Context: an optimization exercise on an open-source flow, tuned for a short achievable clock period and few clock cycles. The choices shown serve that exercise and are no tape-out recipe.
The RTL was checked by simulation tests, not by an equivalence proof against the original design.
Power and IR drop assume default switching activity.

## minirv_pipe
module minirv_pipe(
input         clk,
input         rst_n,
output [31:0] imem_addr,
input  [31:0] imem_rdata,
output [31:0] dmem_addr,
output        dmem_we,
output [31:0] dmem_wdata,
input  [31:0] dmem_rdata,
output        debug_wb_have_inst,
output [31:0] debug_wb_pc,
output        debug_wb_ena,
output [4:0]  debug_wb_reg,
output [31:0] debug_wb_value
);
Size: roughly 9300 cells after synthesis, ~230 I/O pins.
clock: 11.0 ns
lec_check: 0
cap_margin: 20
core_margin: 2
core_utilization: 40
slew_margin: 20
synth_hierarchical: 1
synth_minimum_keep_size: 0
standard.sh (not shown) runs the stock make flow with config.mk's settings and CLKGATE_MAP_FILE= SYNTH_SCRIPT=/design/flow/synth_recipe.tcl, a recipe that flattens the netlist after the stock synthesis.
==> flow/flow/run.sh <==
#!/bin/bash
# Standard synthesis and layout; only the setup margin that repair_timing aims for is raised.
set -euo pipefail
bash standard.sh synth > synth.log 2>&1
bash standard.sh SETUP_SLACK_MARGIN=8 finish > layout.log 2>&1
The baseline completed with no timing, DRC or antenna violations.
Testbench counts at the start, summed over its fixed seeds: cycles 188,256.
Then changed:
--- a/flow/design.v
+++ b/flow/design.v
@@ -25,21 +25,14 @@
 wire [12:0] lo_r = {1'b0, rec[11:0]} + {1'b0, inst[31:20]};
 wire [19:0] hi_r = sign ? (lo_r[12] ? hr : hr_m) : (lo_r[12] ? hr_p : hr);
 assign target = ({32{is_jal}} & {hi_j, lo_j[12:0]}) |
                 ({32{is_jalr}} & {hi_r, lo_r[11:1], 1'b0}) |
                 ({32{~is_jal & ~is_jalr}} & {hi_b, lo_b[12:0]});
 assign next = take ? target : other;
 endmodule
-module auipc_value(
-input   wire    [31:0]  pc,
-input   wire    [31:0]  inst,
-output  wire    [31:0]  value
-);
-assign value = {pc[31:12] + inst[31:12], pc[11:0]};
-endmodule
 module minirv_pipe(
 input         clk,
 input         rst_n,
 output [31:0] imem_addr,
 input  [31:0] imem_rdata,
 output [31:0] dmem_addr,
 output        dmem_we,
@@ -288,41 +281,38 @@
 wire        if_bpred  = if_br & (if_same ? if_always :
                                  ((if_z1 | if_z2) & if_zknown) ? if_zpred : fi[31]);
 wire        if_jalr   = fi[6:0] == 7'b1100111;
 wire        if_jpred  = if_jalr & rec_valid & (fi[19:15] == rec_rd);
 wire        if_jnear  = if_jal & (fi[19:12] == {8{fi[31]}});
 wire        if_taken  = if_jnear | if_bpred | if_jpred;
 wire [31:0] if_target;
-wire [31:0] pc_fetch;
+wire [31:0] pc_next;
 fetch_target u_fetch_target(.pc(pci), .inst(fi), .rec(rec_val), .take(pc_take_if), .other(pc_other),
-                            .target(if_target), .next(pc_fetch));
-wire [31:0] pc_next = ex_redirect ? ex_target : pc_fetch;
-wire [31:0] auipc_val;
-auipc_value u_auipc_value(.pc(pci), .inst(fi), .value(auipc_val));
+                            .target(if_target), .next(pc_next));
 wire        if_auipc  = fi[6:0] == 7'b0010111;
 wire        if_writes = if_auipc | if_jal | if_jalr | (fi[6:0] == 7'b0110111) | (fi[6:0] == 7'b0000011) |
                         (fi[6:0] == 7'b0010011) | (fi[6:0] == 7'b0110011);
 always @(posedge clk or negedge rst_n) begin
     if (~rst_n)
         rec_valid <= 1'b0;
     else if (~stall_id) begin
         if (if_auipc & (|fi[11:7]))                 rec_valid <= 1'b1;
         else if (if_writes & (fi[11:7] == rec_rd))  rec_valid <= 1'b0;
     end
 end
 always @(posedge clk) begin
     if (~stall_id & if_auipc & (|fi[11:7]))
         rec_rd  <= fi[11:7];
-    rec_any <= auipc_val;
+    rec_any <= pci + {fi[31:12], 12'b0};
     rec_new <= ~stall_id & if_auipc & (|fi[11:7]);
     rec_old <= rec_val;
 end
 wire [31:0] if_pc4    = pci + 32'd4;
-wire        pc_take_if = if_taken & ~id_redirect & ~stall_id;
-wire [31:0] pc_other   = id_redirect ? id_rtarget : stall_id ? pci : if_pc4;
+wire        pc_take_if = if_taken & ~ex_redirect & ~id_redirect & ~stall_id;
+wire [31:0] pc_other   = ex_redirect ? ex_target : id_redirect ? id_rtarget : stall_id ? pci : if_pc4;
 wire        id_bsel_imm = ~(id_opr | id_br);
 wire        id_sub   = id_opr & id_inst[30];
 wire [31:0] id_b_fwd = f2_mem ? ex_res : f2_wb ? mem_fwd : id_r2;
 wire [31:0] id_opb   = id_bsel_imm ? id_imm : id_b_fwd;
 always @(posedge clk or negedge rst_n) begin
     if (~rst_n) begin
         pc        <= 32'b0;
Fmax went down by a few percent; utilization went down by 0.74 points; worst hold slack improves by 7.7 ps; clock power went up by a few percent; critical path depth does not change; via count went down by a few percent; global-route usage went down by 0.71 points; final area went down by a few percent; flip-flop and latch count does not change; clock-buffer cell count went down by 2; non-clock buffer count went down by 179.
Testbench counts after the change, summed over its fixed seeds: cycles 188,256.

port drivers added, routing unchanged:
No port has a modelled driver above. Below, the same layouts with a new extraction and two added sets of constraints.
Step 1, drivers: a clkbuf_16 drives clk and a buf_2 each remaining input, both assumed.
Step 2 times the ports against the registers' clock, not the clock port: input delays grow and output delays shrink by t, the midpoint of the rising clock arrivals with the driver on.
Three values: no drivers, after step 1, after step 2; two values: the first two.
| run | t, ns | slack for setup (ns) | hold WS [ns] | worst setup path at the end | clock arrival spread, ns |
|---|---|---|---|---|---|
| the first run | 1.032 | 6.823 / 6.823 / 5.866 | 0.289 / 0.289 / 0.289 | input to register | 0.124 / 0.123 |
| the second run | 1.004 | 6.733 / 6.733 / 5.981 | 0.297 / 0.297 / 0.297 | input to register | 0.087 / 0.087 |
After both steps every run listed still meets setup and hold. The setup slack of the first run, which loses most, moves by 0.000 ns with the drivers and by -0.957 ns with both steps.
